This design comes from an exercise in tuning for small area, a short achievable clock period and few clock cycles on the open sky130 flow, not from production work.
RTL that was checked went through simulation tests only; none was proved equivalent to the original.

Design CONVCOR, start of the top module:
module CONVCOR(
    clk,
    rst_n,
    in_valid,
    in_a,
    in_b,
    in_mode,
    out_valid,
    out
);
==> flow/config.mk <==
export PLATFORM = sky130hd
export DESIGN_NAME = CONVCOR
export DESIGN_NICKNAME = CONVCOR
export VERILOG_FILES = /design/flow/design.v
export SDC_FILE = /design/flow/constraint.sdc
export NUM_CORES = 4
export LEC_CHECK = 0
export ABC_CLOCK_PERIOD_IN_PS = 3000
export CAP_MARGIN = 20
export CORE_MARGIN = 2
export CORE_UTILIZATION = 35
export PLACE_DENSITY = 0.55
export SETUP_SLACK_MARGIN = 5
export SLEW_MARGIN = 20
==> flow/constraint.sdc <==
create_clock -name core_clock -period 10.0 [get_ports {clk}]
set_input_delay 2.0000 -clock core_clock [delete_from_list [all_inputs] [get_ports {clk}]]
set_output_delay 2.0000 -clock core_clock [all_outputs]
set_load 0.01 [all_outputs]
standard.sh (not shown) runs the stock make flow with config.mk's settings and CLKGATE_MAP_FILE= SYNTH_SCRIPT=/design/flow/synth_recipe.tcl, a recipe that flattens the netlist after the stock synthesis.
==> flow/flow/run.sh <==
#!/bin/bash
# The standard layout (the standard.sh, with the standard synthesis
# unchanged), with two make variables changed:
#  - BUFFER_PORTS_ARGS: every input and output port still gets a buffer, but a
#    plain buffer cell instead of the delay buffer that buffer_ports picks.
# Each tool's output goes to the ORFS logs under orfs/ and to standard.log here.
set -euo pipefail
SETUP_MARGIN=${SETUP_MARGIN:-6.6}
PORT_BUF=${PORT_BUF:-sky130_fd_sc_hd__buf_2}
sed -e "s/SETUP_SLACK_MARGIN=[0-9.]*/SETUP_SLACK_MARGIN=${SETUP_MARGIN} BUFFER_PORTS_ARGS='-buffer_cell ${PORT_BUF}'/" standard.sh > standard_margin.sh
grep -q "SETUP_SLACK_MARGIN=${SETUP_MARGIN} " standard_margin.sh
bash standard_margin.sh > standard.log 2>&1
Rerun with:
--- a/flow/design.v
+++ b/flow/design.v
@@ -13,33 +13,37 @@
 input              in_valid;
 input      [15:0]  in_a;
 input      [15:0]  in_b;
 input              in_mode;
 output reg         out_valid;
 output reg [35:0]  out;
 reg [15:0] ra0, ra1, ra2, rb0, rb1, rb2;
 reg [1:0]  icnt;     
 reg        mode;     
 reg        busy;     
 reg [3:0]  st;       
+wire [3:0] cs = busy ? st : 4'd0;
 wire       md = busy ? mode : in_mode;
 reg  [1:0] ia, ib;
 reg        sclr, svld, slast;
 always @(*) begin
     ia = 2'd0; ib = 2'd0; sclr = 1'b0; svld = 1'b0; slast = 1'b0;
-    if (!busy) begin
-        sclr = 1'b1; svld = ~in_mode;
-    end else if (mode) begin
-        if (st != 4'd1) begin svld = 1'b1; slast = 1'b1; end
+    if (md) begin
+        case (cs)
+            4'd0: sclr = 1'b1;
+            4'd1: ;
+            default: begin svld = 1'b1; slast = 1'b1; end
+        endcase
     end else begin
-        case (st)
+        case (cs)
+            4'd0: begin ia = 2'd0; ib = 2'd0; sclr = 1'b1; svld = 1'b1; end   
             4'd1: begin ia = 2'd3; ib = 2'd0; sclr = 1'b1; end                
             4'd2: begin ia = 2'd3; ib = 2'd2; svld = 1'b1; end                
             4'd3: begin ia = 2'd1; ib = 2'd3; sclr = 1'b1; end                
             4'd4: begin ia = 2'd1; ib = 2'd1; end                             
             4'd5: begin ia = 2'd1; ib = 2'd2; svld = 1'b1; end                
             4'd6: begin ia = 2'd2; ib = 2'd3; sclr = 1'b1; end                
             4'd7: begin ia = 2'd2; ib = 2'd1; svld = 1'b1; end                
             default: begin ia = 2'd1; ib = 2'd1; sclr = 1'b1; svld = 1'b1; slast = 1'b1; end  
         endcase
     end
 end
@@ -80,23 +84,23 @@
 always @(posedge clk) begin
     if (!rst_n) begin
         icnt <= 2'd0;
         busy <= 1'b0;
         vld1 <= 1'b0;
         vld2 <= 1'b0;
         out_valid <= 1'b0;
     end else begin
         if (in_valid)
             icnt <= (icnt == 2'd2) ? 2'd0 : icnt + 2'd1;
         if (step) begin
-            st <= busy ? st + 4'd1 : 4'd1;
+            st <= cs + 4'd1;
             busy <= ~slast;
         end
         vld1 <= step & svld;
         vld2 <= vld1;
         out_valid <= vld2;
     end
 end
 always @(posedge clk) begin
     if (in_valid & (icnt == 2'd0))
         mode <= in_mode;
     ra0 <= ra1; ra1 <= ra2; ra2 <= in_valid ? in_a : ra0;
What happened: Global-route usage is higher by 0.54 points; first-iteration DRC count climbs by 7.0%; worst hold slack hardly moves; routed wire length came out higher by 4.5%; via count is higher by 2.5%; worst setup slack hardly moves.
No functional check of the RTL was part of any run of this note.


CONVCOR, a different RTL version from the one above (not shown whole).
Size in the first run: about 1500 cells after synthesis, roughly 250 flip-flops, ~73 I/O pins.
==> flow/config.mk <==
export PLATFORM = sky130hd
export DESIGN_NAME = CONVCOR
export DESIGN_NICKNAME = CONVCOR
export VERILOG_FILES = /design/flow/design.v
export SDC_FILE = /design/flow/constraint.sdc
export NUM_CORES = 4
export LEC_CHECK = 0
export ABC_CLOCK_PERIOD_IN_PS = 3000
export CAP_MARGIN = 20
export CORE_MARGIN = 2
export CORE_UTILIZATION = 35
export PLACE_DENSITY = 0.55
export SETUP_SLACK_MARGIN = 5
export SLEW_MARGIN = 20
==> flow/constraint.sdc <==
create_clock -name core_clock -period 10.0 [get_ports {clk}]
set_input_delay 2.0000 -clock core_clock [delete_from_list [all_inputs] [get_ports {clk}]]
set_output_delay 2.0000 -clock core_clock [all_outputs]
set_load 0.01 [all_outputs]
Scripts as last shown in full above: flow/flow/run.sh
Testbench counts at the start, summed over its fixed seeds: cycles 16,262.
Then changed:
--- a/flow/design.v
+++ b/flow/design.v
@@ -12,35 +12,39 @@
 input              rst_n;
 input              in_valid;
 input      [15:0]  in_a;
 input      [15:0]  in_b;
 input              in_mode;
 output reg         out_valid;
 output reg [35:0]  out;
 reg [15:0] ra0, ra1, ra2, rb0, rb1, rb2;
 reg [1:0]  icnt;     
 reg        mode;     
 reg        busy;     
 reg [3:0]  st;       
+wire [3:0] cs = busy ? st : 4'd0;
 wire       md = busy ? mode : in_mode;
 reg  [1:0] ia, ib;
 reg        sclr, svld, slast;
 always @(*) begin
     ia = 2'd0; ib = 2'd0; sclr = 1'b0; svld = 1'b0; slast = 1'b0;
-    if (!busy) begin
-        sclr = 1'b1; svld = ~in_mode;
-    end else if (mode) begin
-        if (st != 4'd1) begin svld = 1'b1; slast = 1'b1; end
+    if (md) begin
+        case (cs)
+            4'd0: sclr = 1'b1;
+            4'd1: ;
+            default: begin svld = 1'b1; slast = 1'b1; end
+        endcase
     end else begin
-        case (st)
+        case (cs)
+            4'd0: begin ia = 2'd0; ib = 2'd0; sclr = 1'b1; svld = 1'b1; end   
             4'd1: begin ia = 2'd3; ib = 2'd0; sclr = 1'b1; end                
             4'd2: begin ia = 2'd3; ib = 2'd2; svld = 1'b1; end                
             4'd3: begin ia = 2'd1; ib = 2'd3; sclr = 1'b1; end                
             4'd4: begin ia = 2'd1; ib = 2'd1; end                             
             4'd5: begin ia = 2'd1; ib = 2'd2; svld = 1'b1; end                
             4'd6: begin ia = 2'd2; ib = 2'd3; sclr = 1'b1; end                
             4'd7: begin ia = 2'd2; ib = 2'd1; svld = 1'b1; end                
             default: begin ia = 2'd1; ib = 2'd1; sclr = 1'b1; svld = 1'b1; slast = 1'b1; end  
         endcase
     end
 end
 reg [15:0] sa, sb;
@@ -78,25 +82,25 @@
 wire step = busy | (in_valid & (icnt == 2'd0));
 always @(posedge clk) begin
     if (!rst_n) begin
         icnt <= 2'd0;
         busy <= 1'b0;
         vld1 <= 1'b0;
         vld2 <= 1'b0;
         out_valid <= 1'b0;
     end else begin
         if (in_valid)
             icnt <= (icnt == 2'd2) ? 2'd0 : icnt + 2'd1;
         if (step) begin
-            st <= busy ? st + 4'd1 : 4'd1;
+            st <= cs + 4'd1;
             busy <= ~slast;
         end
         vld1 <= step & svld;
         vld2 <= vld1;
         out_valid <= vld2;
     end
 end
 always @(posedge clk) begin
     if (in_valid & (icnt == 2'd0))
         mode <= in_mode;
     ra0 <= ra1; ra1 <= ra2; ra2 <= in_valid ? in_a : ra0;
     rb0 <= rb1; rb1 <= rb2; rb2 <= in_valid ? in_b : rb0;
Fmax fell slightly; utilization barely changes; routed wire length came out higher by a few percent; design area stays flat; die area rose slightly; setup slack got worse by 52 ps; hold slack stays flat; flip-flop and latch count does not change.
The RTL of the second run of this note was laid out without a check of its function.

==> re-timing with driven ports <==
Ports are ideal in the flow. The routed layouts listed here were re-timed in OpenROAD.
Step 1: set_driving_cell puts a clkbuf_16 on clk and a buf_2 on each other input, an assumption about the parent block.
Step 2 times the ports against the registers' clock, not the clock port: input delays grow and output delays shrink by t, the midpoint of the rising clock arrivals with the driver on.
a / b / c = no drivers / after step 1 / after step 2; a / b = the first two.
run	t, ns	setup WS [ns]	worst setup path at the end
the first run of note 1	0.620	6.704 / 6.704 / 6.194	input to register
the second run of note 1	0.623	6.704 / 6.704 / 6.215	input to register
the first run of note 2	0.619	6.728 / 6.728 / 6.227	input to register
the second run of note 2	0.611	6.676 / 6.676 / 6.129	input to register
After both steps every run listed still meets setup and hold. For the second run of note 2, which loses most, drivers alone change the setup slack by 0.000 ns; drivers and shift together by -0.547 ns.
